From an optimization exercise on the open Yosys and OpenROAD flow, aimed at small area; shortcuts taken in it are not production practice.
RTL that was checked went through simulation tests only; none was proved equivalent to the original.
Only the layout flow was run in runs 5 to 8; the RTL was not checked for function there.
Power figures rest on the tool's default switching activity, not on a simulated workload.

==> flow/design.v <==
module mod_m_counter
  #(
    parameter N=4,  
              M=10  
    )
    (
     input wire clk, reset,
     output wire max_tick,
     output wire [N-1:0] q
    );
    reg [N-1:0] r_reg;
    wire [N-1:0] r_next;
    always@(posedge clk, posedge reset)
      if (reset)
        r_reg <= 0;
      else
        r_reg <= r_next;
    assign r_next = (r_reg==(M-1)) ? 0 : r_reg + 1;
    assign q = r_reg;
    assign max_tick = (r_reg==(M-1)) ? 1'b1 : 1'b0;
endmodule 
module visualizer
  (input wire clk,reset,
   input wire [7:0] d,
   output wire [7:0] leds
  );
reg [7:0] s_reg;
always@(posedge clk, posedge reset)
  if (reset)
    s_reg <= 0;
  else
    s_reg <= d;
assign leds[0] = (s_reg >= 8'h1f ) ? 1'b1 : 1'b0;
assign leds[1] = (s_reg >= 8'h3f ) ? 1'b1 : 1'b0;
assign leds[2] = (s_reg >= 8'h5f ) ? 1'b1 : 1'b0;
assign leds[3] = (s_reg >= 8'h7f ) ? 1'b1 : 1'b0;
assign leds[4] = (s_reg >= 8'h9f ) ? 1'b1 : 1'b0;
assign leds[5] = (s_reg >= 8'hbf ) ? 1'b1 : 1'b0;
assign leds[6] = (s_reg >= 8'hdf ) ? 1'b1 : 1'b0;
assign leds[7] = (s_reg >= 8'hff ) ? 1'b1 : 1'b0;
endmodule
module processing_unit
  #(
    parameter k=50,      
              k_th=3,    
              th_val=8'd75  
  )
  (
  input wire clk, reset,
  input wire sample_tick,  
  input wire [7:0] d,      
  output wire ctrl, wr
  );
  localparam [1:0]
    idle = 2'b00,
    read = 2'b01,
    compare = 2'b10;
  reg [1:0] state_reg, state_next;
  reg [5:0] cmp_succ_reg, cmp_succ_next;
  reg [5:0] n_reg, n_next;
  reg [7:0] s_reg;
  reg ctrl_reg, ctrl_next;
  reg wr_reg, wr_next;
  always@(posedge clk, posedge reset)
    if (reset)
      begin
        state_reg <= idle;
        cmp_succ_reg <= 0;
        n_reg <= 0;
        s_reg <= 8'b0;
        ctrl_reg <= 0;
        wr_reg <= 0;
      end
    else
      begin
        state_reg <= state_next;
        ctrl_reg <= ctrl_next;
		  s_reg <= d;
        wr_reg <= wr_next;
        cmp_succ_reg <= cmp_succ_next;
        n_reg <= n_next;
      end
  always@*
    begin
      state_next = state_reg;
      cmp_succ_next = cmp_succ_reg;
      n_next = n_reg;
      ctrl_next = ctrl_reg;
      wr_next = 0;
      case(state_reg)
        idle:
          begin
            cmp_succ_next = 0;
            n_next = 0;
            if(sample_tick)
              begin
                wr_next = 0;
                state_next = read;
              end
          end
        read:
          if(sample_tick)
            if(n_reg==k)
              state_next = compare;
            else 
              begin
                n_next = n_reg + 1;
                if(s_reg > th_val)
                  cmp_succ_next = cmp_succ_reg + 1;
              end
        compare:
          if(sample_tick)
            if(cmp_succ_reg >= k_th)
            begin
              ctrl_next = 1;
              wr_next = 1;
              state_next =idle;
            end
            else
            begin
              ctrl_next = 0;
              wr_next = 1;
              state_next =idle;
            end
      endcase
    end
  assign ctrl = ctrl_reg;
  assign wr = wr_reg;
endmodule 
module fifo
  #(
   parameter B=8,
             W=4
  )
  (
   input wire clk,reset,
   input wire rd, wr,
   input wire [B-1:0] w_data,
   output wire empty, full,
   output wire [B-1:0] r_data
  );
  reg [B-1:0] array_reg [2**W-1:0];  
  reg [W-1:0] w_ptr_reg, w_ptr_next ;
  reg [W-1:0] r_ptr_reg, r_ptr_next ;
  reg full_reg, empty_reg, full_next, empty_next;
  wire [W-1:0] w_ptr_succ, r_ptr_succ;
  wire wr_en;
  always@(posedge clk)
    if (wr_en)
        array_reg[w_ptr_reg] <= w_data ;
  assign r_data = array_reg[r_ptr_reg];
  assign wr_en = wr & ~full_reg;
always@(posedge clk, posedge reset)
  if (reset)
    begin 
      w_ptr_reg <= 0;
      r_ptr_reg <= 0;
      full_reg <= 1'b0;
      empty_reg <= 1'b1;
    end
  else
    begin
      w_ptr_reg <= w_ptr_next;
      r_ptr_reg <= r_ptr_next;
      full_reg <= full_next;
      empty_reg <= empty_next;
    end
  always@*
    begin
      w_ptr_next = w_ptr_reg;
      r_ptr_next = r_ptr_reg;
      full_next = full_reg;
      empty_next = empty_reg;
      case ({wr, rd})
        2'b01:  
          if(~empty_reg)
            begin
              r_ptr_next = r_ptr_succ;
              full_next = 1'b0;
              if (r_ptr_succ == w_ptr_reg)
                empty_next = 1'b1;
            end
        2'b10:  
          if (~full_reg)
            begin
              w_ptr_next = w_ptr_succ;
              empty_next = 1'b0;
              if (w_ptr_succ == r_ptr_reg)
                full_next = 1'b1;
            end
        2'b11:
          begin
            w_ptr_next = w_ptr_succ;
            r_ptr_next = r_ptr_succ;
          end
      endcase
    end
    assign w_ptr_succ = w_ptr_reg + 1;
    assign r_ptr_succ = r_ptr_reg + 1;
    assign full = full_reg;
    assign empty =empty_reg;
endmodule
module pwm_generator
	#(
		parameter period = 20'd1000000,		 
					 pbit = 20,			 
					 dbit = 20			 
	  )
  (
	input wire clk, reset,
	input wire en,	big_tick,					 
	input wire [dbit-1:0] duty,    
	output wire pwm_out            
   );
	localparam [1:0]
		start = 2'b00,
		idle = 2'b01,
		one  = 2'b10,
		zero = 2'b11;
	reg pwm_next, pwm_reg;
	reg [1:0] state_next, state_reg;
	reg [dbit-1:0] dut_next, dut_reg;
	reg [pbit-1:0] per_next, per_reg;
	always @(posedge clk, posedge reset)
		if (reset)
			begin
				state_reg <= start;
				dut_reg <= 0;
				per_reg <= 0;
				pwm_reg <= 0;
			end
		else
			begin
				state_reg <= state_next;
				dut_reg <= dut_next;
				per_reg <= per_next;
				pwm_reg <= pwm_next;
			end
	always @*
	begin
		state_next = state_reg;
		dut_next = dut_reg;
		per_next = per_reg;
		pwm_next = pwm_reg;
		case (state_reg)
			start:
				if (big_tick)
					state_next = idle;
			idle:
				if (en)
					begin
						state_next = one;
						dut_next = duty;
						per_next = period;
					end
			one:
				begin
					pwm_next = 1'b1;
					if (dut_reg == 0)
						state_next = zero;
					else
						begin
							dut_next = dut_reg - 1;
							per_next = per_reg - 1;
						end
				end
			zero:
				begin
					pwm_next = 1'b0;
					if (per_reg == 0)
						state_next = idle;
					else
						per_next = per_reg - 1;
				end
			default: state_next = idle;
		endcase
	end
	assign pwm_out = pwm_reg;
endmodule
module top_level
  #(
    parameter DVSR = 50,    
              DVSR_BIT = 8,
              DBIT = 1,
              FIFO_W = 2         
  )
  (input wire clk,reset,
   input wire [7:0] d,
   output wire servo, pwm,
	output wire [7:0] leds
  );
reg [19:0] duty;
reg en;
wire tick, big_tick, ctrl, wr, empty ;
wire r_data;
reg led_reg, led_next, rd;
mod_m_counter #(.M(24'd10000000), .N(24)) sample_tick_gen1
  (.clk(clk), .reset(reset), .q(), .max_tick(big_tick));
mod_m_counter #(.M(DVSR), .N(DVSR_BIT)) sample_tick_gen
  (.clk(clk), .reset(reset), .q(), .max_tick(tick));
visualizer visual_unit
  (.clk(clk), .reset(reset), .d(d), .leds(leds));
processing_unit proc_unit 
  (.clk(clk), .reset(reset), .d(d), .sample_tick(tick),
   .wr(wr), .ctrl(ctrl));
fifo #(.B(DBIT), .W(FIFO_W)) fifo_unit
  (.clk(clk), .reset(reset), .w_data(ctrl), .wr(wr), .full(), .rd(rd),
   .empty(empty) , .r_data(r_data));
pwm_generator pwm_gen_unit  
	(.clk(clk), .reset(reset), .en(en), .duty(duty), .pwm_out(pwm), .big_tick(big_tick));
always@(posedge clk, posedge reset)
  if(reset)
    led_reg <= 0;
  else
    led_reg <= led_next;
always@*
  begin
	 duty = 0;
	 en = 0;
    rd = 0;
    led_next = led_reg;
    if(~empty)
      begin
       rd = 1;
		 en = 1;
       led_next = r_data;		 
		 if (led_reg)
			duty = 20'd88000;                
		 else
			duty = 20'd60000;						 
     end
  end
assign servo = led_reg;
endmodule
==> flow/run.sh <==
#!/bin/bash
# synth_recipe.tcl (not shown) runs the flow's synth.tcl, then flattens the netlist and writes it again
# the make line also repeats each setting of config.mk as NAME=value (left out here)
make -C /OpenROAD-flow-scripts/flow DESIGN_CONFIG=/design/flow/config.mk WORK_HOME=/design/flow/orfs CLKGATE_MAP_FILE= SYNTH_SCRIPT=/design/flow/synth_recipe.tcl finish
==> flow/config.mk <==
export PLATFORM = sky130hd
export DESIGN_NAME = top_level
export DESIGN_NICKNAME = top_level
export VERILOG_FILES = /design/flow/design.v
export SDC_FILE = /design/flow/constraint.sdc
export NUM_CORES = 4
export LEC_CHECK = 0
export CAP_MARGIN = 20
export CORE_MARGIN = 2
export CORE_UTILIZATION = 40
export SLEW_MARGIN = 20
==> flow/constraint.sdc <==
create_clock -name core_clock -period 20.0 [get_ports {clk}]
set_input_delay 4.0000 -clock core_clock [delete_from_list [all_inputs] [get_ports {clk}]]
set_output_delay 4.0000 -clock core_clock [all_outputs]
set_load 0.01 [all_outputs]
==> results of run 1 <==
-- power by group through the flow --
stage	clock, µW	combinational [µW]	sequential (µW)
3_3_place_gp	0	9.56	229
4_1_cts	185	9.78	225
5_1_grt	193	10.8	225
6_report	179	9.35	225
3_5_place_dp	0	9.72	229
2_1_floorplan	0	4.73	229
-- through the flow --
step / cell area (µm²) / std cells / setup WS [ns] / total power [µW] / util
6_report: 6640 / 814 / 14.17 / 413 / 0.455
5_1_grt: 6640 / 814 / 14.01 / 429 / 0.455
4_1_cts: 6630 / 814 / 14.15 / 420 / 0.455
3_5_place_dp: 6330 / 798 / 14.21 / 239 / 0.434
3_3_place_gp: 6330 / 798 / 14.25 / 239 / 0.434
2_1_floorplan: 5980 / 611 / 13.21 / 234 / -
-- metal layers --
layer / share of wire / vias up
li1: - / 2247
met1: 0.49 / 2226
met2: 0.47 / 65
met3: 0.033 / 9
met4: 0.012 / 0
met5: 0 / -
-- cell families (layout without fill, tap and decap cells) --
logic type                 Yosys count  count (layout)
adders and majority gates           26              26
xor gates and xnor gates            40              40
AOI/OAI and AO/OA                  111             111
and+or+nand+nor                    269             269
DFF                                110             110
buffers and inverters               42              61
muxes                               13              13
-- cell type report --
type,instances,area (µm²),share of cell area
Clock buffer,9,225,0.0339
Clock inverter,7,73.8,0.0111
Inverter,23,88.8,0.0134
Multi-Input combinational cell,459,3030,0.456
Sequential cell,110,2770,0.418
Tap cell,184,230,0.0347
Timing Repair Buffer,22,216,0.0326
-- worst paths after layout --
path | startpoint | end | slack (ns) | cells after the start
worst min-delay path | sample_tick_gen1.r_reg[0] | sample_tick_gen1.r_reg[0] | 0.48 | 1
worst max register to register | pwm_gen_unit.per_reg[9] | pwm_gen_unit.per_reg[3] | 17.01 | 5
min in group asynchronous | reset | proc_unit.s_reg[2] | 3.92 | 2
worst max-delay path | proc_unit.s_reg[3] | leds[2] | 14.17 | 5
max in group asynchronous | reset | pwm_gen_unit.dut_reg[10] | 15.01 | 3
worst min register to register | sample_tick_gen1.r_reg[0] | sample_tick_gen1.r_reg[0] | 0.48 | 1
-- cell usage in the layout, fill, tap and decap left out, drive strengths merged, types with 9 or more instances in the layout --
cell,instances
a21oi,19
a31oi,10
and2,10
clkbuf,9
clkdlybuf4s50,19
dfrtp,105
ha,26
inv,26
mux2i,9
nand2,41
nand3,24
nand4,22
nor2,74
nor3,29
nor4,11
o21ai,28
o22a,14
o31ai,13
or3,11
xnor2,25
xor2,15
==> flow_summary.json, run 1 <==
{
  "crit_buf_inv": 1,
  "clockBufferDepth": 2,
  "final-setup-viol-count": 0,
  "tns_ns": 0,
  "hold_viol": 0,
  "rsz0062_at_grt": "no",
  "power.share.clock": 0.433,
  "synthAdderAreaFrac": 0.0544,
  "drv_cap": 0,
  "cts_tree": "yes",
  "n_antenna_cell": 0,
  "worstMarginPinSlew_ns": 1.04,
  "gr-usage-met1": 0.216,
  "fillers": 1335,
  "yosysSeqAreaShare": 0.464,
  "coreArea_um2": 14600,
  "dp_hpwl_um": 8460,
  "async_reset_ff_frac": 0.964,
  "worstPathCellList": "nand3_1, nor2_1, or2_2, a21o_1, clkdlybuf4s50_1",
  "synth_top_area_cell": "dfrtp_1",
  "drc": 0,
  "drv_slew": 0,
  "grt_use_met3": 0.0344,
  "cts.clk_slew.worst_paths_ns": 0.07,
  "gp_congestion": 0.807,
  "num_vias": 4547,
  "synth-xor-area-share": 0.0586,
  "synthDistinctLibCells": 67,
  "ant_nets": 0,
  "htreeDepth": 3,
  "cts_root_buf": "clkbuf_16",
  "rows": 44,
  "io_pins": 20,
  "clock_latency_ns": 0.36,
  "die_y_um": 126,
  "drive_above_1_share": 0.0667,
  "syn-num-nets": 647,
  "busiest_layer": "met2",
  "switching_share": 0.235,
  "avgSynthCellArea_um2": 9.78,
  "fmax_mhz": 172,
  "io_buffer_count": 19,
  "grt_first_pass_wirelength_um": 21000,
  "critPathMaxStageDelay_ns": 0.47,
  "end_kind": "primary output",
  "internal_power_uw": 316,
  "p_comb_frac": 0.023,
  "ys_warn_count": 7,
  "ir_drop_v": 0.0000474,
  "grt_pass1_vias": 4466,
  "synth_compound_area_frac": 0.128,
  "wire_per_inst_um": 14.9,
  "drtPass1Iterations": 5,
  "p_switching_uw": 96.9,
  "fp.dieW_um": 126,
  "crit_required_ns": 16.00,
  "yosysMostFrequentCell": "dfrtp_1",
  "crit_arrival_ns": 1.83,
  "numCtsBuffers": 9,
  "initial_core_util": 0.410,
  "synth_top_family_by_area": "simple AND/OR/NAND/NOR gates",
  "outcome": "complete, no violations",
  "grt_usage": 0.159,
  "path_max_fanout": 4,
  "nets": 661,
  "synthTopCellsByArea": "dfrtp_1, ha_1, nor2_1",
  "vias_per_cell": 5.59,
  "grt_max_degree": 87,
  "drt_iter0_drc": 287,
  "critPathLaunchType": "register",
  "grt_overflow": 0,
  "cp_slowest_cell": "clkdlybuf4s50_1",
  "gr-usage-met2": 0.258,
  "ys.flop_type": "dfrtp_1",
  "antenna_found_initial": 0,
  "postCtsSetupRepairBufs": 0,
  "seqPwrFrac": 0.544,
  "post_cts_resized": 0,
  "largest_reg_flops": 24,
  "layout_min_cycle_time_ns": 5.83,
  "holdWs_ns": 0.481,
  "post-route-period-util": 0.291,
  "cts.sinks": 110,
  "critical-path-top-delay-family": "buffers and inverters",
  "area_growth_pct": 11.0,
  "worstHoldPathType": "reg2reg",
  "crit_type": "reg2out",
  "yosys.area_share.simple": 0.241,
  "synthMuxAreaShare": 0.0245,
  "synth-edff-count": 4,
  "power.density_nw_per_um2": 62.3,
  "postSynthCellCount": 611,
  "slew_headroom": 0.305,
  "synth_common_cells": "dfrtp_1, nor2_1, nand2_1",
  "leakagePower_uw": 0.00293,
  "synth_top_area_frac": 0.440,
  "die_area_um2": 15900,
  "wl_um": 12200,
  "cts_hold_buf": 0,
  "fin_worst_skew_ns": 0.0157,
  "syn_area_um2": 5980,
  "ys_seq_elements": 110
}
==> run 2: changes to the inputs <==
==> flow/design.v (replaced) <==
module top_level
  (input wire clk, reset,
   input wire [7:0] d,
   output wire servo, pwm,
   output wire [7:0] leds
  );
  reg [2:0] s_hi;
  reg       s_lo31;    
  reg       s_lo12;    
  always @(posedge clk, posedge reset)
    if (reset) begin
      s_hi   <= 3'd0;
      s_lo31 <= 1'b0;
      s_lo12 <= 1'b0;
    end else begin
      s_hi   <= d[7:5];
      s_lo31 <= &d[4:0];
      s_lo12 <= d[4] | (d[3] & d[2]);
    end
  genvar i;
  generate
    for (i = 0; i < 8; i = i + 1) begin : g_leds
      assign leds[i] = (s_hi > i) || ((s_hi == i) && s_lo31);
    end
  endgenerate
  wire hit = (s_hi > 3'd2) || ((s_hi == 3'd2) && s_lo12);
  reg [5:0]  c;
  reg [5:0]  p;
  reg [11:0] r;
  wire tick = (c == 6'd49);
  wire rt   = (p == 6'd0) && (c == 6'd1);    
  always @(posedge clk, posedge reset)
    if (reset)
      c <= 6'd0;
    else
      c <= tick ? 6'd0 : c + 6'd1;
  always @(posedge clk, posedge reset)
    if (reset)
      p <= 6'd0;
    else if (tick)
      p <= (p == 6'd52) ? 6'd0 : p + 6'd1;
  reg [1:0] succ;
  reg       servo_reg;
  always @(posedge clk, posedge reset)
    if (reset) begin
      succ      <= 2'd0;
      servo_reg <= 1'b0;
    end else if (rt) begin
      succ      <= 2'd0;
      servo_reg <= &succ;
    end else if (tick && (p != 6'd0) && (p < 6'd51) && hit && !(&succ))
      succ <= succ + 2'd1;
  assign servo = servo_reg;
  localparam [11:0] R_FIRE  = 12'd3774;           
  localparam [11:0] R_WRAP  = R_FIRE - 12'd377;   
  localparam [11:0] R_END1  = R_WRAP + 12'd33;    
  localparam [11:0] R_END0  = R_WRAP + 12'd22;    
  reg started;
  reg dsel;
  reg pwm_reg;
  wire fire = rt && (r == R_FIRE);
  always @(posedge clk, posedge reset)
    if (reset) begin
      r       <= 12'd0;
      started <= 1'b0;
    end else if (rt) begin
      if (r == R_FIRE) begin
        r       <= R_WRAP;
        started <= 1'b1;
      end else
        r <= r + 12'd1;
    end
  always @(posedge clk)
    if (fire)
      dsel <= servo_reg;
  wire pwm_on  = started && (r == R_WRAP) && (p == 6'd0) && (c == 6'd2);
  wire pwm_off = started && (c == 6'd3) &&
                 (dsel ? ((r == R_END1) && (p == 6'd11))
                       : ((r == R_END0) && (p == 6'd34)));
  always @(posedge clk, posedge reset)
    if (reset)
      pwm_reg <= 1'b0;
    else if (pwm_on)
      pwm_reg <= 1'b1;
    else if (pwm_off)
      pwm_reg <= 1'b0;
  assign pwm = pwm_reg;
endmodule
==> flow_summary.json, run 2 <==
{
  "outcome": "complete, no violations",
  "ir_drop_v": 0.0000439,
  "crit_start": "s_hi[1]",
  "yosysMostFrequentCell": "dfrtp_1",
  "end_kind": "primary output",
  "fillers": 446,
  "hold_viol": 0,
  "ys_warn_count": 1,
  "cts_root_buf": "clkbuf_8",
  "io_buffer_count": 19,
  "worstRegToRegCells": 6,
  "synth-xor-area-share": 0.0175,
  "r2r_setup_slack_ns": 17.87,
  "nets": 246,
  "p_comb_frac": 0.044,
  "drtPass1Iterations": 4,
  "post-route-period-util": 0.275,
  "gp_congestion": 0.745,
  "initial_core_util": 0.418,
  "p_switching_uw": 29.7,
  "grt_first_pass_wirelength_um": 6730,
  "die_y_um": 74.7,
  "min-delay-start": "servo_reg",
  "leakagePower_uw": 0.00102,
  "async_reset_ff_frac": 0.971,
  "wl_um": 3850,
  "syn-num-nets": 226,
  "cts_hold_buf": 0,
  "synth-edff-count": 1,
  "postCtsSetupRepairBufs": 0,
  "drv_slew": 0,
  "critPathLaunchType": "register",
  "area_growth_pct": 18.1,
  "crit_required_ns": 16.00,
  "cts.clk_slew.worst_paths_ns": 0.07,
  "cts_tree": "yes",
  "cp_slowest_cell": "clkdlybuf4s50_1",
  "grt_max_degree": 35,
  "worst_slack_ns": 14.49,
  "synth_compound_area_frac": 0.105,
  "grt_pass1_vias": 1444,
  "pre_cts_ws_ns": 14.81,
  "drc": 0,
  "synthTopCellsByArea": "dfrtp_1, ha_1, nand2_1",
  "synthAdderAreaFrac": 0.0625,
  "clockBufferDepth": 2,
  "synthMuxAreaShare": 0.0369,
  "drive_above_1_share": 0.0969,
  "cp-endpoint": "leds[4]",
  "critPathMaxStageDelay_ns": 0.47,
  "worstPathCellList": "o31a_1, clkdlybuf4s50_1",
  "grt_overflow": 0,
  "wire_per_inst_um": 13.1,
  "post_cts_resized": 0,
  "crit_buf_inv": 1,
  "power.density_nw_per_um2": 61.4,
  "worstHoldPathType": "reg2reg",
  "crit_arrival_ns": 1.51,
  "rows": 25,
  "fin_worst_skew_ns": 0.00591,
  "holdWs_ns": 0.490,
  "clock_latency_ns": 0.29,
  "r2r_start": "p[0]",
  "worstMarginPinSlew_ns": 0.425,
  "seqPwrFrac": 0.496,
  "final_cell_mix": "dfrtp_1, nand2_1, nor2_1, clkdlybuf4s50_1, nand3_1",
  "synth_top_family_by_area": "simple AND/OR/NAND/NOR gates",
  "postSynthCellCount": 206,
  "power.share.clock": 0.460,
  "syn_area_um2": 2000,
  "crit_type": "reg2out",
  "ant_nets": 0,
  "drt_iter0_drc": 113,
  "n_antenna_cell": 0,
  "io_pins": 20,
  "fmax_mhz": 182,
  "fp.dieW_um": 74.7,
  "cp.depth": 2,
  "avgSynthCellArea_um2": 9.72,
  "htreeDepth": 2,
  "vias_per_cell": 5.16,
  "final_cells": 294,
  "synth_top_area_frac": 0.425,
  "antenna_found_initial": 0,
  "final-setup-viol-count": 0,
  "slew_headroom": 0.717,
  "synth_top_area_cell": "dfrtp_1",
  "ys_seq_elements": 35,
  "drv_cap": 0,
  "dp_hpwl_um": 2750,
  "numCtsBuffers": 5,
  "switching_share": 0.205,
  "synthDistinctLibCells": 51,
  "r2r_end": "dsel",
  "synth_common_cells": "dfrtp_1, nand2_1, nor2_1, nand3_1, o21ai_0",
  "layout_min_cycle_time_ns": 5.51,
  "ys.flop_type": "dfrtp_1",
  "coreArea_um2": 4790,
  "num_vias": 1517,
  "die_area_um2": 5590,
  "tns_ns": 0,
  "placed_cells": 286,
  "rsz0062_at_grt": "no",
  "yosysSeqAreaShare": 0.440,
  "grt_usage": 0.160,
  "critical-path-top-delay-family": "buffers and inverters",
  "layout_commonest_cell": "dfrtp_1",
  "yosys.area_share.simple": 0.301,
  "largest_reg_flops": 12,
  "internal_power_uw": 115,
  "path_max_fanout": 7,
  "cts.sinks": 35
}
==> run 2: final cells by class <==
class	count	area, µm²	area share
Clock buffer	6	82.6	0.0349
Timing Repair Buffer	21	205	0.0868
Multi-Input combinational cell	155	1050	0.443
Clock inverter	2	35.0	0.0148
Tap cell	67	83.8	0.0355
Sequential cell	35	881	0.373
Inverter	8	30.0	0.0127
==> run 2: worst reg2reg max path, cell delays in order, from the launching register on <==
cell and delay (ns):
dfrtp_1 0.41, inv_1 0.10, ha_1 0.20, nor4b_4 0.30, nand4b_4 0.28, or2_2 0.41, inv_1 0.14
==> run 2: worst min path at each step <==
stage	cells past startpoint	slack, ns	endpoint
6_report	0	0.49	dsel
5_1_grt	1	0.51	r[11]
4_1_cts	1	0.49	r[11]
3_5_place_dp	1	0.48	r[11]
3_3_place_gp	0	0.46	dsel
2_1_floorplan	1	0.43	started
==> run 2: through the flow <==
| step | area [µm²] | total power, µW | utilization |
|---|---|---|---|
| floorplan | 2000 | 75.9 | - |
| global placement | 2250 | 79.9 | 0.469 |
| detailed placement | 2250 | 79.9 | 0.469 |
| CTS | 2360 | 147 | 0.494 |
| global route | 2360 | 150 | 0.494 |
| finish | 2360 | 145 | 0.494 |
==> run 2: layer usage <==
layer | share of wire | global-route usage | wire length (µm)
met2 | 0.41 | 0.234 | 1580
met4 | 0.020 | 0.0774 | 78
met3 | 0.036 | 0.0455 | 137
met1 | 0.53 | 0.218 | 2060
met5 | 0 | 0 | 0
==> run 2: logic make-up after synthesis <==
| logic type | Yosys count |
|---|---|
| and+or+nand+nor | 101 |
| DFF | 35 |
| AOI/OAI and AO/OA | 33 |
| buffers and inverters | 16 |
| adders and majority gates | 10 |
| muxes | 7 |
| xor gates and xnor gates | 4 |
==> run 2: power by group through the flow <==
stage	Clock, µW	Combinational, µW	Sequential, µW
final	66.7	6.35	72.0
after global routing	70.7	7.09	72.1
after CTS	68.6	6.56	72.0
after detailed placement	0	6.53	73.4
after global placement	0	6.56	73.4
after floorplan	0	2.65	73.3
==> run 3: changes to the inputs <==
==> flow/design.v (replaced) <==
module top_level
  (input wire clk, reset,
   input wire [7:0] d,
   output wire servo, pwm,
   output wire [7:0] leds
  );
  reg [2:0] s_hi;
  reg       s_lo31;
  always @(posedge clk, posedge reset)
    if (reset) begin
      s_hi   <= 3'd0;
      s_lo31 <= 1'b0;
    end else begin
      s_hi   <= d[7:5];
      s_lo31 <= &d[4:0];
    end
  genvar i;
  generate
    for (i = 0; i < 8; i = i + 1) begin : g_leds
      assign leds[i] = (s_hi > i) || ((s_hi == i) && s_lo31);
    end
  endgenerate
  reg [5:0] c;
  reg [5:0] q;
  reg [6:0] a;
  reg [4:0] b;
  wire [11:0] ab = {b, a};
  wire c1  = (~c[0] & c[2] & ~c[3] & c[5]);
  wire c2  = (c[0] & ~c[1] & c[3] & ~c[4]);
  wire c3  = (c[1] & ~c[2] & c[4] & ~c[5]);
  wire c48 = (~c[0] & ~c[1] & c[2] & ~c[4] & c[5]);
  wire q1  = (q[0] & ~q[1] & ~q[2] & ~q[4] & q[5]);
  wire q2  = (~q[0] & q[1] & ~q[2] & ~q[3] & ~q[5]);
  wire q7  = (~q[0] & q[2] & ~q[4] & ~q[5]);
  wire q23 = (~q[0] & ~q[1] & ~q[2] & q[3] & ~q[4]);
  wire qx  = (q[0] & ~q[1] & q[3] & ~q[4] & q[5]) | (q[0] & ~q[1] & q[2] & q[3] & q[4] & ~q[5]);
  wire rt   = c1 & q1;                         
  wire fire = rt & (ab[0] & ab[1] & ab[2] & ~ab[3] & ~ab[4] & ab[5] & ab[6] & ab[7] & ab[8] & ab[9] & ab[10] & ~ab[11]);   
  always @(posedge clk, posedge reset)
    if (reset)
      c <= 6'd51;
    else
      c <= {c[4:0], c[5] ^ c[0]} ^ {3'd0, c1, 2'd0};
  always @(posedge clk, posedge reset)
    if (reset)
      q <= 6'd52;
    else
      q <= {q[4:0], q[5] ^ q[0]} ^ {5'd0, q23};
  always @(posedge clk, posedge reset)
    if (reset) begin
      a <= 7'd105;
      b <= 5'd5;
    end else begin
      a <= {a[5], a[4], a[3], a[2], a[1], a[0], (~(a[6] ^ a[5]) & ~fire)};
      b <= {b[3], (b[2] & ~fire), b[1], b[0], ~(b[4] ^ b[2])};
    end
  reg [1:0] succ;
  reg       servo_reg;
  always @(posedge clk, posedge reset)
    if (reset) begin
      succ      <= 2'd0;
      servo_reg <= 1'b0;
    end else if (rt) begin
      succ      <= 2'd0;
      servo_reg <= &succ;
    end else if (c48 && !qx && (d > 8'd75) && !(&succ))
      succ <= succ + 2'd1;
  assign servo = servo_reg;
  reg dsel;         
  reg pwm_reg;      
  always @(posedge clk)
    if (fire)
      dsel <= servo_reg;
  wire off1 = c3 & q23 & (~ab[2] & ~ab[3] & ab[6]);
  wire off0 = c3 & q7 & (ab[1] & ~ab[5] & ab[10]);
  always @(posedge clk, posedge reset)
    if (reset)
      pwm_reg <= 1'b0;
    else if (fire)
      pwm_reg <= 1'b1;
    else if (dsel ? off1 : off0)
      pwm_reg <= 1'b0;
  wire first = c2 & q2 & (ab[2] & ~ab[5] & ab[8]);
  assign pwm = pwm_reg & ~first;
endmodule
--- a/flow/config.mk
+++ b/flow/config.mk
@@ -9,3 +9,4 @@
 export CORE_MARGIN = 2
-export CORE_UTILIZATION = 40
+export CORE_UTILIZATION = 70
+export CTS_BUF_LIST = sky130_fd_sc_hd__clkbuf_4
 export SLEW_MARGIN = 20
==> flow_summary.json, run 3 <==
{
  "drt_iter0_drc": 45,
  "path_max_fanout": 6,
  "clock_latency_ns": 0.34,
  "post_cts_resized": 0,
  "numCtsBuffers": 5,
  "drv_cap": 0,
  "fin_worst_skew_ns": 0.0143,
  "yosysMostFrequentCell": "dfrtp_1",
  "fillers": 66,
  "coreArea_um2": 1730,
  "drtPass1Iterations": 4,
  "seqCellArea_um2": 847,
  "drc": 0,
  "multi_input_comb_area_um2": 442,
  "ys_warn_count": 1,
  "drive_above_1_share": 0.210,
  "final-setup-viol-count": 0,
  "rsz0062_at_grt": "no",
  "synth-edff-count": 1,
  "slew_headroom": 0.565,
  "placed_cells": 141,
  "critPathLaunchType": "register",
  "avgSynthCellArea_um2": 13.5,
  "rows": 15,
  "syn_area_um2": 1290,
  "holdWs_ns": 0.378,
  "layout_min_cycle_time_ns": 6.02,
  "ys.flop_type": "dfrtp_1",
  "postSynthCellCount": 96,
  "post-route-period-util": 0.301,
  "worstMarginPinSlew_ns": 0.651,
  "gp_congestion": 0.781,
  "n_antenna_cell": 0,
  "grt_max_degree": 18,
  "io_pins": 20,
  "die_y_um": 47.0,
  "async_reset_ff_frac": 0.970,
  "worstHoldPathType": "reg2reg",
  "grt_overflow": 0,
  "crit_required_ns": 16.00,
  "cts_hold_buf": 0,
  "final_cells": 149,
  "io_buffer_count": 19,
  "grt_usage": 0.365,
  "largest_reg_flops": 7,
  "crit_arrival_ns": 2.02,
  "grt_first_pass_wirelength_um": 5110,
  "die_area_um2": 2210,
  "cts.sinks": 33,
  "ant_nets": 0,
  "clockBufferDepth": 2,
  "cts_root_buf": "clkbuf_4",
  "power.density_nw_per_um2": 70.5,
  "area_growth_pct": 22.7,
  "synth_top_area_frac": 0.368,
  "dp_hpwl_um": 2250,
  "vias_per_cell": 6.40,
  "cts_tree": "yes",
  "wire_per_inst_um": 21.8,
  "synthTopCellsByArea": "dfrtp_1, dfstp_2, nand2_1",
  "wl_um": 3240,
  "syn-num-nets": 107,
  "synthDistinctLibCells": 33,
  "htreeDepth": 2,
  "grt_pass1_vias": 931,
  "end_kind": "primary output",
  "synth_common_cells": "dfrtp_1, dfstp_2, nand2_1, nor2_1",
  "initial_core_util": 0.749,
  "fp.dieW_um": 47.0,
  "cts.clk_slew.worst_paths_ns": 0.10,
  "synth_top_area_cell": "dfrtp_1",
  "tns_ns": 0,
  "nets": 134,
  "ys_seq_elements": 33,
  "fmax_mhz": 166,
  "hold_viol": 0,
  "ir_drop_v": 0.0000591,
  "drv_slew": 0,
  "crit_type": "reg2out",
  "num_vias": 953,
  "outcome": "complete, no violations",
  "finalPower_uw": 112,
  "leakagePower_uw": 0.000695,
  "antenna_found_initial": 0,
  "yosysSeqAreaShare": 0.655,
  "final_cell_mix": "dfrtp_1, clkdlybuf4s50_1, dfstp_2",
  "postCtsSetupRepairBufs": 0
}
-- run 3: cell count changes after synthesis, sizes merged, moves of 7 or more --
| cell | delta |
|---|---|
| nand3 | -12 |
| dfstp | +13 |
| ha | -9 |
| inv | -7 |
| dfrtp | -15 |
| nand2 | -15 |
| nor2 | -11 |
| o21ai | -10 |
-- run 3: critical path, stage by stage (launching register included) --
cell	delay [ns]
dfrtp_1	0.45
or3_1	0.41
nor3_1	0.21
a21boi_0	0.14
clkdlybuf4s50_1	0.50
-- run 3: routing by layer --
| layer | global-route usage | vias up | part of all wire | routed length, µm |
|---|---|---|---|---|
| met5 | 0 | - | 0 | 0 |
| met4 | 0.161 | 0 | 0.050 | 162 |
| met3 | 0.127 | 25 | 0.079 | 257 |
| met2 | 0.605 | 71 | 0.51 | 1650 |
| met1 | 0.432 | 458 | 0.36 | 1170 |
| li1 | - | 399 | - | - |
-- run 3: power breakdown --
group          internal, µW  switching [µW]  leakage [µW]
Combinational          3.70            3.05      0.000291
Clock                  16.2            20.8     0.0000338
Sequential             67.4           0.540      0.000371
-- run 3: worst paths after layout --
path                       startpoint      end  slack, ns  depth (start not counted)
min reg2reg                      a[5]     a[6]       0.38                          0
min                              a[5]     a[6]       0.38                          0
max reg2reg                      c[5]     dsel      18.15                          3
max                              q[0]      pwm      13.98                          4
max in group asynchronous       reset     q[2]      15.33                          3
min in group asynchronous       reset  succ[0]       4.05                          2
-- run 3: through the flow --
step,instance area (µm²),setup slack (ns),util
CTS,1590,14.05,0.918
global placement,1510,14.45,0.877
global route,1590,13.94,0.918
finish,1590,13.98,0.918
detailed placement,1530,14.43,0.886
floorplan,1290,14.92,-
-- run 3: area by class of cell --
class	count	area share
tap	25	0.0197
multi-input combinational	62	0.279
sequential	33	0.534
clock buffer	7	0.0331
inverter	1	0.00237
clock inverter	1	0.00237
timing repair buffer	20	0.129
-- run 3: kinds of logic (layout without fill, tap and decap cells) --
group / Yosys count / after routing / synth area share
simple gates: 41 / 41 / 0.204
flops: 33 / 33 / 0.655
compound gates: 11 / 11 / 0.0620
xor+xnor: 5 / 5 / 0.0339
mux: 4 / 4 / 0.0319
fa+ha+maj: 1 / 1 / 0.00968
buf+inv: 1 / 29 / 0.00290
==> run 4: changes to the inputs <==
--- a/flow/config.mk
+++ b/flow/config.mk
@@ -9,4 +9,3 @@
 export CORE_MARGIN = 2
-export CORE_UTILIZATION = 70
-export CTS_BUF_LIST = sky130_fd_sc_hd__clkbuf_4
+export CORE_UTILIZATION = 40
 export SLEW_MARGIN = 20
==> flow_summary.json, run 4 <==
{
  "fillers": 292,
  "seqCellArea_um2": 847,
  "critPathLaunchType": "register",
  "rsz0062_at_grt": "no",
  "gp_congestion": 0.757,
  "yosysMostFrequentCell": "dfrtp_1",
  "grt_max_degree": 33,
  "drtPass1Iterations": 4,
  "p_switching_uw": 23.9,
  "cts_root_buf": "clkbuf_4",
  "worstHoldPathType": "reg2reg",
  "drv_slew": 0,
  "end_kind": "primary output",
  "clockBufferDepth": 2,
  "post-route-period-util": 0.297,
  "outcome": "complete, no violations",
  "cts_tree": "yes",
  "hold_viol": 0,
  "synth_top_area_cell": "dfrtp_1",
  "crit_arrival_ns": 1.94,
  "fp.dieW_um": 60.8,
  "numCtsBuffers": 5,
  "wl_um": 2260,
  "hold_path_end": "q[5]",
  "syn_area_um2": 1290,
  "n_antenna_cell": 0,
  "largest_reg_flops": 7,
  "cts_hold_buf": 0,
  "drive_above_1_share": 0.202,
  "grt_usage": 0.150,
  "grt_pass1_vias": 802,
  "crit_required_ns": 16.00,
  "min_delay_path_depth": 0,
  "rows": 20,
  "min-delay-start": "q[4]",
  "postSynthCellCount": 96,
  "ant_nets": 0,
  "postCtsSetupRepairBufs": 0,
  "fin_worst_skew_ns": 0.0129,
  "final_cell_mix": "dfrtp_1, clkdlybuf4s50_1, dfstp_2",
  "multi_input_comb_area_um2": 442,
  "coreArea_um2": 3050,
  "antenna_found_initial": 0,
  "tns_ns": 0,
  "drc": 0,
  "fmax_mhz": 168,
  "drv_cap": 0,
  "ys_warn_count": 1,
  "cts.sinks": 33,
  "grt_first_pass_wirelength_um": 3800,
  "place_area_um2": 1550,
  "p_comb_frac": 0.056,
  "htreeDepth": 2,
  "area_growth_pct": 24.1,
  "nets": 134,
  "synth_common_cells": "dfrtp_1, dfstp_2, nand2_1, nor2_1",
  "dp_hpwl_um": 1640,
  "yosysSeqAreaShare": 0.655,
  "r2r_start": "c[5]",
  "avgSynthCellArea_um2": 13.5,
  "cts.clk_slew.worst_paths_ns": 0.10,
  "die_y_um": 60.8,
  "path_max_fanout": 6,
  "ys_seq_elements": 33,
  "r2r_setup_slack_ns": 18.27,
  "drt_iter0_drc": 29,
  "worstRegToRegCells": 3,
  "synth_top_area_frac": 0.368,
  "io_pins": 20,
  "worstMarginPinSlew_ns": 0.383,
  "post_cts_resized": 0,
  "r2r_end": "dsel",
  "slew_headroom": 0.745,
  "grt_overflow": 0,
  "async_reset_ff_frac": 0.970,
  "syn-num-nets": 107,
  "synthTopCellsByArea": "dfrtp_1, dfstp_2, nand2_1",
  "finalPower_uw": 112,
  "seqPwrFrac": 0.605,
  "pre_cts_ws_ns": 14.41,
  "internal_power_uw": 88.3,
  "ir_drop_v": 0.0000461,
  "initial_core_util": 0.423,
  "power.share.clock": 0.339,
  "num_vias": 815,
  "synthDistinctLibCells": 33,
  "crit_type": "reg2out",
  "vias_per_cell": 4.85,
  "io_buffer_count": 19,
  "worst_slack_ns": 14.06,
  "leakagePower_uw": 0.000692,
  "layout_min_cycle_time_ns": 5.94,
  "clock_latency_ns": 0.33,
  "synth-edff-count": 1,
  "wire_per_inst_um": 13.4,
  "switching_share": 0.213,
  "ys.flop_type": "dfrtp_1",
  "die_area_um2": 3700,
  "final-setup-viol-count": 0,
  "stdcell_area_um2": 1600,
  "power.density_nw_per_um2": 70.0
}
## run 4: cells by family (layout without fill, tap and decap cells)
kind of cell	after synthesis	count (layout)	synth area share
buffers and inverters	1	29	0.00290
adder cells (fa/ha/maj)	1	1	0.00968
flip-flops	33	33	0.655
XOR/XNOR	5	5	0.0339
multiplexers	4	4	0.0319
AND/OR/NAND/NOR	41	41	0.204
AO/OA/AOI/OAI	11	11	0.0620
## run 4: power by group through the flow
stage / logic, µW / registers, µW / clock network, µW
after floorplan: 2.45 / 69.0 / 0
after global placement: 6.34 / 69.1 / 0
after detailed placement: 6.43 / 69.1 / 0
after CTS: 6.44 / 67.9 / 39.0
after global routing: 6.92 / 68.0 / 42.6
final: 6.28 / 67.9 / 38.0
## run 4: cell type report
class / instances / area share
Inverter: 1 / 0.00234
Sequential cell: 33 / 0.528
Tap cell: 44 / 0.0343
Timing Repair Buffer: 20 / 0.123
Multi-Input combinational cell: 62 / 0.275
Clock buffer: 8 / 0.0367
## run 4: critical path: stages (launching register included)
cell             delay [ns]
dfrtp_1                0.43
or3_1                  0.41
nor3_1                 0.18
a21boi_0               0.11
clkdlybuf4s50_1        0.49
## run 4: worst max-delay path by stage
stage | startpoint | end | slack [ns] | depth (start not counted)
finish | q[0] | pwm | 14.06 | 4
global route | q[0] | pwm | 13.93 | 4
CTS | q[0] | pwm | 14.03 | 4
detailed placement | q[0] | pwm | 14.41 | 4
global placement | q[0] | pwm | 14.44 | 4
floorplan | q[0] | pwm | 14.92 | 3
## run 4: layer usage
| layer | track usage | vias to the layer above | routed length [µm] |
|---|---|---|---|
| met2 | 0.206 | 17 | 1040 |
| li1 | - | 396 | - |
| met3 | 0.0704 | 5 | 112 |
| met4 | 0.0745 | 0 | 45 |
| met5 | 0 | - | 0 |
| met1 | 0.201 | 397 | 1060 |
## run 4: metrics by stage
| stage | instances | utilization | hold slack (ns) |
|---|---|---|---|
| after CTS | 168 | 0.525 | 0.388 |
| after detailed placement | 160 | 0.506 | 0.376 |
| final | 168 | 0.525 | 0.388 |
| after floorplan | 96 | - | 0.348 |
| after global placement | 160 | 0.506 | 0.379 |
| after global routing | 168 | 0.525 | 0.386 |
==> run 5: changes to the inputs <==
--- a/flow/design.v
+++ b/flow/design.v
@@ -42,3 +42,3 @@
     else
-      c <= {c[4:0], c[5] ^ c[0]} ^ {3'd0, c1, 2'd0};
+      c <= {c[4], c[3], c[2], (c[1] & ~c1), c[0], (c[5] ^ c[0])};
   always @(posedge clk, posedge reset)
@@ -47,3 +47,3 @@
     else
-      q <= {q[4:0], q[5] ^ q[0]} ^ {5'd0, q23};
+      q <= {q[4], q[3], q[2], q[1], q[0], ((q[5] ^ q[0]) & ~q23)};
   always @(posedge clk, posedge reset)
@@ -58,2 +58,3 @@
   reg       servo_reg;
+  wire      hit = c48 & ~qx & (d > 8'd75);
   always @(posedge clk, posedge reset)
@@ -64,5 +65,5 @@
       succ      <= 2'd0;
-      servo_reg <= &succ;
-    end else if (c48 && !qx && (d > 8'd75) && !(&succ))
-      succ <= succ + 2'd1;
+      servo_reg <= succ[1] & ~succ[0];
+    end else if (hit)
+      succ <= {succ[1] | succ[0], ~succ[1]};
   assign servo = servo_reg;
--- a/flow/config.mk
+++ b/flow/config.mk
@@ -7,5 +7,8 @@
 export LEC_CHECK = 0
-export CAP_MARGIN = 20
+export CAP_MARGIN = 0
 export CORE_MARGIN = 2
-export CORE_UTILIZATION = 40
-export SLEW_MARGIN = 20
+export CORE_UTILIZATION = 70
+export CTS_BUF_LIST = sky130_fd_sc_hd__clkbuf_8
+export CTS_CLUSTER_DIAMETER = 100
+export CTS_CLUSTER_SIZE = 40
+export SLEW_MARGIN = 0
==> flow_summary.json, run 5 <==
{
  "hold_viol": 0,
  "grt_usage": 0.281,
  "drc": 0,
  "synthTopCellsByArea": "dfrtp_1, dfstp_2, nand2_1",
  "io_buffer_count": 19,
  "min-delay-start": "a[1]",
  "hold_path_end": "a[2]",
  "outcome": "complete, no violations",
  "gp_congestion": 0.841,
  "yosysMostFrequentCell": "dfrtp_1",
  "finalPower_uw": 123,
  "syn-num-nets": 109,
  "drtPass1Iterations": 4,
  "coreArea_um2": 1710,
  "io_pins": 20,
  "dp_hpwl_um": 1710,
  "vias_per_cell": 5.93,
  "synth_common_cells": "dfrtp_1, dfstp_2, nand2_1, nor2_1, nand2b_1",
  "drt_iter0_drc": 24,
  "clock_latency_ns": 0.28,
  "num_vias": 895,
  "final_cell_mix": "dfrtp_1, clkdlybuf4s50_1, dfstp_2",
  "route.met3.wl_um": 140,
  "rows": 15,
  "post-route-period-util": 0.301,
  "ys_warn_count": 1,
  "synthDistinctLibCells": 35,
  "area_growth_pct": 24.6,
  "layout_min_cycle_time_ns": 6.02,
  "yosysSeqAreaShare": 0.668,
  "fmax_mhz": 166,
  "r2r_end": "dsel",
  "drive_above_1_share": 0.183,
  "min_delay_path_depth": 0,
  "tns_ns": 0,
  "cts_hold_buf": 0,
  "cts_tree": "yes",
  "cts.sinks": 33,
  "rsz0062_at_grt": "no",
  "grt_pass1_vias": 850,
  "worstRegToRegCells": 3,
  "highest_layer": "met4",
  "wl_met1_um": 1110,
  "synth_top_area_cell": "dfrtp_1",
  "path_max_fanout": 7,
  "drv_cap": 0,
  "crit_type": "reg2out",
  "crit_required_ns": 16.00,
  "async_reset_ff_frac": 0.970,
  "wire_per_inst_um": 17.5,
  "clockBufferDepth": 2,
  "grt_first_pass_wirelength_um": 4000,
  "ir_drop_v": 0.0000563,
  "critPathLaunchType": "register",
  "synth_top_area_frac": 0.375,
  "antenna_found_initial": 0,
  "wl_met2_um": 1340,
  "cts.clk_slew.worst_paths_ns": 0.07,
  "leakagePower_uw": 0.000652,
  "r2r_setup_slack_ns": 18.15,
  "final-setup-viol-count": 0,
  "ys.flop_type": "dfrtp_1",
  "slew_headroom": 0.253,
  "worstHoldPathType": "reg2reg",
  "wl_um": 2640,
  "worstMarginPinSlew_ns": 1.12,
  "crit_arrival_ns": 2.02,
  "post_cts_resized": 0,
  "postCtsSetupRepairBufs": 0,
  "htreeDepth": 2,
  "fillers": 62,
  "grt_max_degree": 33,
  "syn_area_um2": 1270,
  "ys_seq_elements": 33,
  "numCtsBuffers": 5,
  "end_kind": "primary output",
  "power.density_nw_per_um2": 78.0,
  "worst_slack_ns": 13.98,
  "r2r_start": "c[5]",
  "nets": 135,
  "drv_slew": 0,
  "postSynthCellCount": 99,
  "fp.dieW_um": 46.6,
  "cts_root_buf": "clkbuf_8",
  "fin_worst_skew_ns": 0.00714,
  "ant_nets": 0,
  "synth-edff-count": 1,
  "die_y_um": 46.6,
  "n_antenna_cell": 0,
  "largest_reg_flops": 7,
  "grt_overflow": 0,
  "avgSynthCellArea_um2": 12.8,
  "initial_core_util": 0.743,
  "die_area_um2": 2170,
  "pre_cts_ws_ns": 14.29
}
==> run 5: metal layers <==
metal | vias up | track usage
met5 | - | 0
met4 | 0 | 0.126
li1 | 400 | -
met1 | 452 | 0.375
met3 | 5 | 0.0706
met2 | 38 | 0.433
==> run 5: logic make-up after synthesis <==
family                 count (synthesis)  synth area share
flip-flops                            33             0.668
AND/OR/NAND/NOR                       44             0.210
buffers and inverters                  4            0.0118
AO/OA/AOI/OAI                         13            0.0750
XOR/XNOR                               4            0.0276
multiplexers                           1           0.00789
==> run 5: power by group <==
group	internal [µW]	leakage, µW	switching (µW)
logic	3.46	0.000227	2.89
clock network	27.0	0.0000538	21.8
registers	67.5	0.000371	0.595
==> run 5: worst max-delay path by stage <==
stage                     startpoint  cells past startpoint   to  slack [ns]
after floorplan                 q[0]                      2  pwm       14.75
after global placement          q[0]                      3  pwm       14.29
after detailed placement        q[0]                      3  pwm       14.29
after CTS                       q[0]                      3  pwm       13.97
after global routing            q[0]                      3  pwm       13.91
final                           q[0]                      3  pwm       13.98
==> run 5: layout make-up <==
| cell class | count | area, µm² | share of cell area |
|---|---|---|---|
| flip-flops and latches | 33 | 847 | 0.536 |
| multi-input cells | 62 | 407 | 0.257 |
| repair buffers | 19 | 190 | 0.120 |
| clock buffers | 6 | 82.6 | 0.0523 |
| well taps | 25 | 31.3 | 0.0198 |
| inverters | 4 | 15.0 | 0.00950 |
| clock inverters | 2 | 7.51 | 0.00475 |
==> run 5: critical path: stages (launching register included) <==
cell	delay [ns]
dfrtp_1	0.44
or3_1	0.43
o41a_1	0.41
clkdlybuf4s50_1	0.48
==> run 5: through the flow <==
step / hold slack [ns] / area (µm²) / cells / util
2_1_floorplan: 0.354 / 1270 / 99 / -
3_3_place_gp: 0.361 / 1490 / 143 / 0.873
3_5_place_dp: 0.370 / 1490 / 143 / 0.873
4_1_cts: 0.386 / 1580 / 151 / 0.925
5_1_grt: 0.393 / 1580 / 151 / 0.925
6_report: 0.384 / 1580 / 151 / 0.925
==> run 6: changes to the inputs <==
==> flow/flow/run.sh (new file) <==
#!/bin/bash
# The standard layout, with one-size-smaller port buffers: every input and
# output port still gets its own buffer, of cell sky130_fd_sc_hd__buf_1.
set -euo pipefail
export BUFFER_PORTS_ARGS="-buffer_cell sky130_fd_sc_hd__buf_1"
bash standard.sh finish > standard_flow.log 2>&1
==> flow/standard.sh (new file) <==
#!/bin/bash
# synth_recipe.tcl (not shown) runs the flow's synth.tcl, then flattens the netlist and writes it again
# the make line also repeats each setting of config.mk as NAME=value (left out here)
make -C /OpenROAD-flow-scripts/flow DESIGN_CONFIG=/design/flow/config.mk WORK_HOME=/design/flow/orfs CLKGATE_MAP_FILE= SYNTH_SCRIPT=/design/flow/synth_recipe.tcl "${@:-finish}"
removed: flow/run.sh
==> flow_summary.json, run 6 <==
{
  "outcome": "complete, no violations",
  "crit_required_ns": 16.00,
  "drt_iter0_drc": 28,
  "synthDistinctLibCells": 35,
  "numCtsBuffers": 5,
  "finalPower_uw": 127,
  "wl_met2_um": 1340,
  "power.density_nw_per_um2": 85.6,
  "leakagePower_uw": 0.000606,
  "cts_hold_buf": 0,
  "cp-endpoint": "pwm",
  "area_growth_pct": 16.7,
  "postSynthCellCount": 99,
  "hold_viol": 0,
  "clockBufferDepth": 2,
  "ant_nets": 0,
  "worstHoldPathType": "reg2reg",
  "internal_power_uw": 100,
  "drtPass1Iterations": 4,
  "syn-num-nets": 109,
  "dp_hpwl_um": 1710,
  "drc": 0,
  "rsz0062_at_grt": "no",
  "clock_latency_ns": 0.28,
  "end_kind": "primary output",
  "ir_drop_v": 0.0000759,
  "route.met3.wl_um": 103,
  "fmax_mhz": 176,
  "layout_min_cycle_time_ns": 5.67,
  "yosysSeqAreaShare": 0.668,
  "power.share.clock": 0.429,
  "io_pins": 20,
  "tns_ns": 0,
  "nets": 136,
  "crit_arrival_ns": 1.67,
  "wl_um": 2520,
  "drv_slew": 0,
  "synth_common_cells": "dfrtp_1, dfstp_2, nand2_1, nor2_1, nand2b_1",
  "worstMarginPinSlew_ns": 0.461,
  "drv_cap": 0,
  "htreeDepth": 2,
  "antenna_found_initial": 0,
  "ys_seq_elements": 33,
  "grt_usage": 0.285,
  "post-route-period-util": 0.284,
  "slew_headroom": 0.692,
  "critPathLaunchType": "register",
  "grt_overflow": 0,
  "wl_met1_um": 1050,
  "synth-edff-count": 1,
  "avgSynthCellArea_um2": 12.8,
  "fin_worst_skew_ns": 0.00812,
  "die_y_um": 46.6,
  "r2r_start": "c[5]",
  "fillers": 79,
  "cts.sinks": 33,
  "ys_warn_count": 1,
  "die_area_um2": 2170,
  "highest_layer": "met4",
  "ys.flop_type": "dfrtp_1",
  "async_reset_ff_frac": 0.970,
  "rows": 15,
  "switching_share": 0.211,
  "post_cts_resized": 0,
  "worstRegToRegCells": 3,
  "gp_congestion": 0.917,
  "final-setup-viol-count": 0,
  "r2r_end": "dsel",
  "grt_max_degree": 21,
  "vias_per_cell": 5.72,
  "p_comb_frac": 0.034,
  "syn_area_um2": 1270,
  "wire_per_inst_um": 16.6,
  "fp.dieW_um": 46.6,
  "grt_pass1_vias": 803,
  "coreArea_um2": 1710,
  "n_antenna_cell": 0,
  "cts.clk_slew.worst_paths_ns": 0.07,
  "yosysMostFrequentCell": "dfrtp_1",
  "synth_top_area_frac": 0.375,
  "postCtsSetupRepairBufs": 0,
  "path_max_fanout": 7,
  "initial_core_util": 0.743,
  "synth_top_area_cell": "dfrtp_1",
  "drive_above_1_share": 0.205,
  "synthTopCellsByArea": "dfrtp_1, dfstp_2, nand2_1",
  "num_vias": 870,
  "seqPwrFrac": 0.536,
  "crit_type": "reg2out",
  "largest_reg_flops": 7,
  "crit_start": "q[0]",
  "r2r_setup_slack_ns": 18.15,
  "final_cell_mix": "dfrtp_1, buf_1, dfstp_2",
  "p_switching_uw": 26.7,
  "cts_tree": "yes",
  "io_buffer_count": 19,
  "grt_first_pass_wirelength_um": 3910,
  "cts_root_buf": "clkbuf_8"
}
-- run 6: cell counts after synthesis --
Identical to the previous run, type by type.
-- run 6: through the flow --
stage                     cell area [µm²]  cells  utilization  setup slack, ns  hold WS [ns]
after floorplan                      1270     99            -            14.75         0.354
after global placement               1380    144        0.807            14.66         0.365
after detailed placement             1380    144        0.807            14.63         0.372
after CTS                            1480    152        0.867            14.32         0.385
after global routing                 1480    152        0.867            14.29         0.391
final                                1480    152        0.867            14.33         0.385
-- run 6: worst min-delay path by stage --
stage | from | end | slack (ns) | depth (start not counted)
detailed placement | a[1] | a[2] | 0.37 | 0
global route | b[3] | b[4] | 0.39 | 0
global placement | b[3] | b[4] | 0.36 | 0
floorplan | b[3] | b[4] | 0.35 | 0
finish | a[1] | a[2] | 0.39 | 0
CTS | b[3] | b[4] | 0.38 | 0
-- run 6: logic make-up after synthesis --
| kind of cell | Yosys count | synth area share |
|---|---|---|
| AND/OR/NAND/NOR | 44 | 0.210 |
| flip-flops | 33 | 0.668 |
| AO/OA/AOI/OAI | 13 | 0.0750 |
| XOR/XNOR | 4 | 0.0276 |
| multiplexers | 1 | 0.00789 |
| buffers and inverters | 4 | 0.0118 |
-- run 6: layout make-up --
class | count | area, µm² | area share
flip-flops and latches | 33 | 847 | 0.572
clock buffers | 7 | 96.3 | 0.0651
multi-input cells | 62 | 407 | 0.275
clock inverters | 1 | 5.00 | 0.00338
inverters | 4 | 15.0 | 0.0101
well taps | 25 | 31.3 | 0.0211
repair buffers | 20 | 78.8 | 0.0533
-- run 6: metal layers --
| metal | vias up | global-route usage |
|---|---|---|
| met4 | 0 | 0.137 |
| li1 | 402 | - |
| met1 | 443 | 0.346 |
| met3 | 2 | 0.106 |
| met5 | - | 0 |
| met2 | 23 | 0.447 |
-- run 6: worst max-delay path, stage by stage, from the launching register on --
cell and delay, ns:
dfrtp_1 0.45, or3_1 0.41, o41a_1 0.40, buf_1 0.13
-- run 6: power by group through the flow --
stage	Combinational [µW]	Sequential, µW	Clock, µW
floorplan	2.50	69.0	0
global placement	4.19	69.0	0
detailed placement	4.39	69.1	0
CTS	4.45	68.0	55.1
global route	5.04	68.0	58.3
finish	4.35	68.0	54.4
==> run 7: changes to the inputs <==
==> flow/flow/run.sh (replaced) <==
#!/bin/bash
# The standard layout with smaller port buffers and a flatter clock tree.
set -euo pipefail
export BUFFER_PORTS_ARGS="-buffer_cell sky130_fd_sc_hd__buf_1"
export CTS_ARGS="-sink_clustering_enable -sink_clustering_size 40 -sink_clustering_max_diameter 200 -buf_list sky130_fd_sc_hd__clkbuf_8 -root_buf sky130_fd_sc_hd__clkbuf_8 -dont_use_dummy_load -repair_clock_nets"
bash standard.sh finish > standard_flow.log 2>&1
--- a/flow/config.mk
+++ b/flow/config.mk
@@ -10,5 +10,2 @@
 export CORE_UTILIZATION = 70
-export CTS_BUF_LIST = sky130_fd_sc_hd__clkbuf_8
-export CTS_CLUSTER_DIAMETER = 100
-export CTS_CLUSTER_SIZE = 40
 export SLEW_MARGIN = 0
==> flow_summary.json, run 7 <==
{
  "outcome": "complete, no violations",
  "synth_top_area_cell": "dfrtp_1",
  "worstHoldPathType": "reg2reg",
  "cts_hold_buf": 0,
  "p_switching_uw": 24.3,
  "r2r_setup_slack_ns": 18.16,
  "layout_min_cycle_time_ns": 5.67,
  "htreeDepth": 2,
  "slew_headroom": 0.692,
  "end_kind": "primary output",
  "drc": 0,
  "num_vias": 857,
  "grt_usage": 0.263,
  "n_antenna_cell": 0,
  "path_max_fanout": 7,
  "syn-num-nets": 109,
  "cts.clk_slew.worst_paths_ns": 0.06,
  "fin_worst_skew_ns": 0.0161,
  "clockBufferDepth": 2,
  "tns_ns": 0,
  "grt_first_pass_wirelength_um": 3640,
  "area_growth_pct": 14.1,
  "gp_congestion": 0.917,
  "power.density_nw_per_um2": 79.9,
  "yosysMostFrequentCell": "dfrtp_1",
  "postCtsSetupRepairBufs": 0,
  "drive_above_1_share": 0.185,
  "coreArea_um2": 1710,
  "p_comb_frac": 0.037,
  "holdWs_ns": 0.382,
  "grt_pass1_vias": 802,
  "initial_core_util": 0.743,
  "synthTopCellsByArea": "dfrtp_1, dfstp_2, nand2_1",
  "synth_top_area_frac": 0.375,
  "hold_viol": 0,
  "worst_slack_ns": 14.33,
  "cts_root_buf": "clkbuf_8",
  "nets": 136,
  "cts.sinks": 33,
  "rows": 15,
  "numCtsBuffers": 5,
  "crit_type": "reg2out",
  "yosysSeqAreaShare": 0.668,
  "final_util": 0.848,
  "syn_area_um2": 1270,
  "internal_power_uw": 91.3,
  "avgSynthCellArea_um2": 12.8,
  "synthDistinctLibCells": 35,
  "post_cts_resized": 0,
  "multi_input_comb_area_um2": 407,
  "synth-edff-count": 1,
  "ys.flop_type": "dfrtp_1",
  "fmax_mhz": 176,
  "leakagePower_uw": 0.000588,
  "async_reset_ff_frac": 0.970,
  "wire_per_inst_um": 16.1,
  "io_buffer_count": 19,
  "ir_drop_v": 0.0000668,
  "cts_tree": "yes",
  "drt_iter0_drc": 27,
  "postSynthCellCount": 99,
  "wl_um": 2390,
  "die_y_um": 46.6,
  "drv_cap": 0,
  "ys_warn_count": 1,
  "seqPwrFrac": 0.588,
  "grt_overflow": 0,
  "pre_cts_ws_ns": 14.63,
  "switching_share": 0.210,
  "ys_seq_elements": 33,
  "drv_slew": 0,
  "clock_latency_ns": 0.29,
  "seqCellArea_um2": 847,
  "grt_max_degree": 21,
  "critPathLaunchType": "register",
  "antenna_found_initial": 0,
  "final-setup-viol-count": 0,
  "drtPass1Iterations": 4,
  "worstMarginPinSlew_ns": 0.461,
  "final_cell_mix": "dfrtp_1, buf_1, dfstp_2",
  "post-route-period-util": 0.283,
  "crit_arrival_ns": 1.67,
  "fp.dieW_um": 46.6,
  "largest_reg_flops": 7,
  "dp_hpwl_um": 1710,
  "die_area_um2": 2170,
  "vias_per_cell": 5.75,
  "power.share.clock": 0.375,
  "io_pins": 20,
  "crit_required_ns": 16.00,
  "ant_nets": 0,
  "synth_common_cells": "dfrtp_1, dfstp_2, nand2_1, nor2_1, nand2b_1",
  "fillers": 86,
  "rsz0062_at_grt": "no"
}
## run 7: cell counts after synthesis
Identical to the previous run, type by type.
## run 7: worst paths after layout
| check | startpoint | end | depth (start not counted) |
|---|---|---|---|
| min in group asynchronous | reset | a[4] | 2 |
| min | a[1] | a[2] | 0 |
| max | q[0] | pwm | 3 |
| min reg2reg | a[1] | a[2] | 0 |
| max in group asynchronous | reset | c[0] | 3 |
| max reg2reg | c[5] | dsel | 3 |
## run 7: power groups by stage
stage	registers (µW)	clock network (µW)	logic, µW
2_1_floorplan	69.0	0	2.50
3_3_place_gp	69.0	0	4.19
3_5_place_dp	69.1	0	4.39
4_1_cts	68.0	43.8	4.41
5_1_grt	68.0	46.9	5.01
6_report	68.0	43.3	4.32
## run 7: layout make-up
cell class	count	area share
tap	25	0.0216
timing repair buffer	20	0.0545
multi-input combinational	62	0.281
inverter	4	0.0104
sequential	33	0.585
clock buffer	5	0.0475
## run 7: cells by family after synthesis
logic type | after synthesis | synth area share
AOI/OAI and AO/OA | 13 | 0.0750
xor gates and xnor gates | 4 | 0.0276
buffers and inverters | 4 | 0.0118
DFF | 33 | 0.668
muxes | 1 | 0.00789
and+or+nand+nor | 44 | 0.210
## run 7: critical path, stage by stage, from the launching register on
cell	delay (ns)
dfrtp_1	0.45
or3_1	0.42
o41a_1	0.40
buf_1	0.13
## run 7: stage by stage
| step | instances | power [µW] | cell area (µm²) |
|---|---|---|---|
| after floorplan | 99 | 71.5 | 1270 |
| after global placement | 144 | 73.2 | 1380 |
| after detailed placement | 144 | 73.5 | 1380 |
| after CTS | 149 | 116 | 1450 |
| after global routing | 149 | 120 | 1450 |
| final | 149 | 116 | 1450 |
## run 7: routing by layer
metal / vias to the layer above / wire, µm / global-route usage
met3: 11 / 98 / 0.125
met5: - / 0 / 0
li1: 403 / - / -
met1: 422 / 1050 / 0.317
met4: 0 / 77 / 0.149
met2: 21 / 1170 / 0.386
==> run 8: changes to the inputs <==
==> flow/flow/run.sh (replaced) <==
#!/bin/bash
# The standard layout with smaller port buffers and a flatter clock tree.
set -euo pipefail
export BUFFER_PORTS_ARGS="-buffer_cell sky130_fd_sc_hd__buf_1"
export CTS_ARGS="-sink_clustering_enable -sink_clustering_size 40 -sink_clustering_max_diameter 200 -buf_list sky130_fd_sc_hd__clkbuf_4 -root_buf sky130_fd_sc_hd__clkbuf_4 -dont_use_dummy_load -repair_clock_nets"
bash standard.sh finish > standard_flow.log 2>&1
==> flow_summary.json, run 8 <==
{
  "outcome": "complete, no violations",
  "clock_latency_ns": 0.34,
  "stdcell_area_um2": 1420,
  "drv_cap": 0,
  "holdWs_ns": 0.384,
  "postSynthCellCount": 99,
  "drt_iter0_drc": 33,
  "dp_hpwl_um": 1710,
  "gp_congestion": 0.917,
  "syn_area_um2": 1270,
  "ys_seq_elements": 33,
  "grt_max_degree": 21,
  "end_kind": "primary output",
  "die_area_um2": 2170,
  "synth_common_cells": "dfrtp_1, dfstp_2, nand2_1, nor2_1, nand2b_1",
  "grt_usage": 0.270,
  "cts.sinks": 33,
  "rsz0062_at_grt": "no",
  "slew_headroom": 0.693,
  "tns_ns": 0,
  "drtPass1Iterations": 4,
  "io_buffer_count": 19,
  "drive_above_1_share": 0.185,
  "final_cell_mix": "dfrtp_1, buf_1, dfstp_2",
  "synth_top_area_frac": 0.375,
  "critPathLaunchType": "register",
  "wl_um": 2370,
  "leakagePower_uw": 0.000575,
  "grt_pass1_vias": 796,
  "synthTopCellsByArea": "dfrtp_1, dfstp_2, nand2_1",
  "n_antenna_cell": 0,
  "yosysSeqAreaShare": 0.668,
  "ant_nets": 0,
  "wire_per_inst_um": 15.9,
  "coreArea_um2": 1710,
  "antenna_found_initial": 0,
  "post-route-period-util": 0.286,
  "ys_warn_count": 1,
  "die_y_um": 46.6,
  "crit_required_ns": 16.00,
  "yosysMostFrequentCell": "dfrtp_1",
  "power.density_nw_per_um2": 73.2,
  "async_reset_ff_frac": 0.970,
  "fp.dieW_um": 46.6,
  "fmax_mhz": 175,
  "drc": 0,
  "io_pins": 20,
  "synthDistinctLibCells": 35,
  "crit_arrival_ns": 1.72,
  "syn-num-nets": 109,
  "synth_top_area_cell": "dfrtp_1",
  "cts_tree": "yes",
  "path_max_fanout": 7,
  "finalPower_uw": 104,
  "ir_drop_v": 0.0000501,
  "rows": 15,
  "grt_overflow": 0,
  "layout_min_cycle_time_ns": 5.72,
  "cts.clk_slew.worst_paths_ns": 0.11,
  "final-setup-viol-count": 0,
  "worstHoldPathType": "reg2reg",
  "synth-edff-count": 1,
  "ys.flop_type": "dfrtp_1",
  "post_cts_resized": 0,
  "vias_per_cell": 5.87,
  "initial_core_util": 0.743,
  "area_growth_pct": 11.6,
  "cts_hold_buf": 0,
  "final_util": 0.829,
  "num_vias": 875,
  "clockBufferDepth": 2,
  "hold_viol": 0,
  "drv_slew": 0,
  "nets": 136,
  "worstMarginPinSlew_ns": 0.459,
  "numCtsBuffers": 5,
  "fin_worst_skew_ns": 0.0262,
  "postCtsSetupRepairBufs": 0,
  "avgSynthCellArea_um2": 12.8,
  "largest_reg_flops": 7,
  "htreeDepth": 2,
  "crit_type": "reg2out",
  "cts_root_buf": "clkbuf_4",
  "grt_first_pass_wirelength_um": 3660,
  "place_area_um2": 1380
}
## run 8: cell types whose count changed in the layout (fill, tap and decap cells not counted)
cell	before	now
clkbuf_8	5	0
clkbuf_4	0	5
## run 8: cell families after synthesis
logic type      count (synthesis)  synth area share
buf+inv                         4            0.0118
simple gates                   44             0.210
mux                             1           0.00789
compound gates                 13            0.0750
flops                          33             0.668
xor+xnor                        4            0.0276
## run 8: layer usage
| layer | share of wire | track usage |
|---|---|---|
| met4 | 0.033 | 0.200 |
| met3 | 0.044 | 0.114 |
| met5 | 0 | 0 |
| met2 | 0.50 | 0.367 |
| met1 | 0.42 | 0.339 |
## run 8: power by group
group          leakage [µW]  internal [µW]  switching [µW]
combinational      0.000181           1.49            2.81
sequential         0.000371           67.4           0.482
clock             0.0000230           11.7            19.8
total              0.000575           80.6            23.1
## run 8: worst paths after layout
check	to	start	slack (ns)	cells past startpoint
worst max-delay path	pwm	q[0]	14.28	3
worst min-delay path	b[1]	b[0]	0.38	0
worst max register to register	dsel	c[5]	18.16	3
worst min register to register	b[1]	b[0]	0.38	0
max in group asynchronous	c[0]	reset	15.68	3
min in group asynchronous	a[4]	reset	3.64	2
## run 8: cell type report
type,count,area (µm²)
inverters,4,15.0
multi-input cells,62,407
fillers,93,292
clock buffers,5,37.5
well taps,25,31.3
repair buffers,20,78.8
flip-flops and latches,33,847
## run 8: worst max-delay path: stages, from the launching register on
cell	delay, ns
dfrtp_1	0.45
or3_1	0.42
o41a_1	0.40
buf_1	0.13
## run 8: metrics by stage
stage,cells,setup WS (ns)
after detailed placement,144,14.63
after global placement,144,14.66
after CTS,149,14.28
after global routing,149,14.23
after floorplan,99,14.75
final,149,14.28

==> re-timing with driven ports <==
In the flow no input, the clock included, has a driving cell. The finished layouts below were timed again as built, in two steps. Step 1 sets driving cells, clkbuf_16 on the clock port and buf_2 on the other inputs (assumed; they add their load-dependent delay and slew). Step 2 adds t to the input delays and takes it off the output delays; t is the mean of the earliest and latest rising clock arrival at the registers after step 1. Input paths then give back, and output paths get back, about the clock's delay inside the block. Three values: ideal, step 1, step 2; two values: the first two.
run | shift t [ns] | setup WS [ns] | slew at the worst register clock pin (ns) | worst slew at a driven data input, ns | cell pins on the clock port's net
run 1 | 0.399 | 14.175 / 14.133 / 14.531 | 0.08 / 0.08 | 0.03 | 1
run 2 | 0.319 | 14.493 / 14.463 / 14.782 | 0.07 / 0.07 | 0.03 | 1
run 3 | 0.351 | 13.980 / 13.956 / 14.307 | 0.10 / 0.10 | 0.06 | 1
run 4 | 0.347 | 14.055 / 14.034 / 14.380 | 0.10 / 0.10 | 0.04 | 1
run 5 | 0.294 | 13.976 / 13.954 / 14.248 | 0.07 / 0.07 | 0.04 | 1
run 6 | 0.305 | 14.327 / 14.299 / 14.604 | 0.07 / 0.07 | 0.04 | 1
run 7 | 0.301 | 14.334 / 14.310 / 14.611 | 0.07 / 0.07 | 0.04 | 1
run 8 | 0.351 | 14.276 / 14.256 / 14.607 | 0.11 / 0.11 | 0.04 | 1
After both steps every run listed still meets setup and hold.
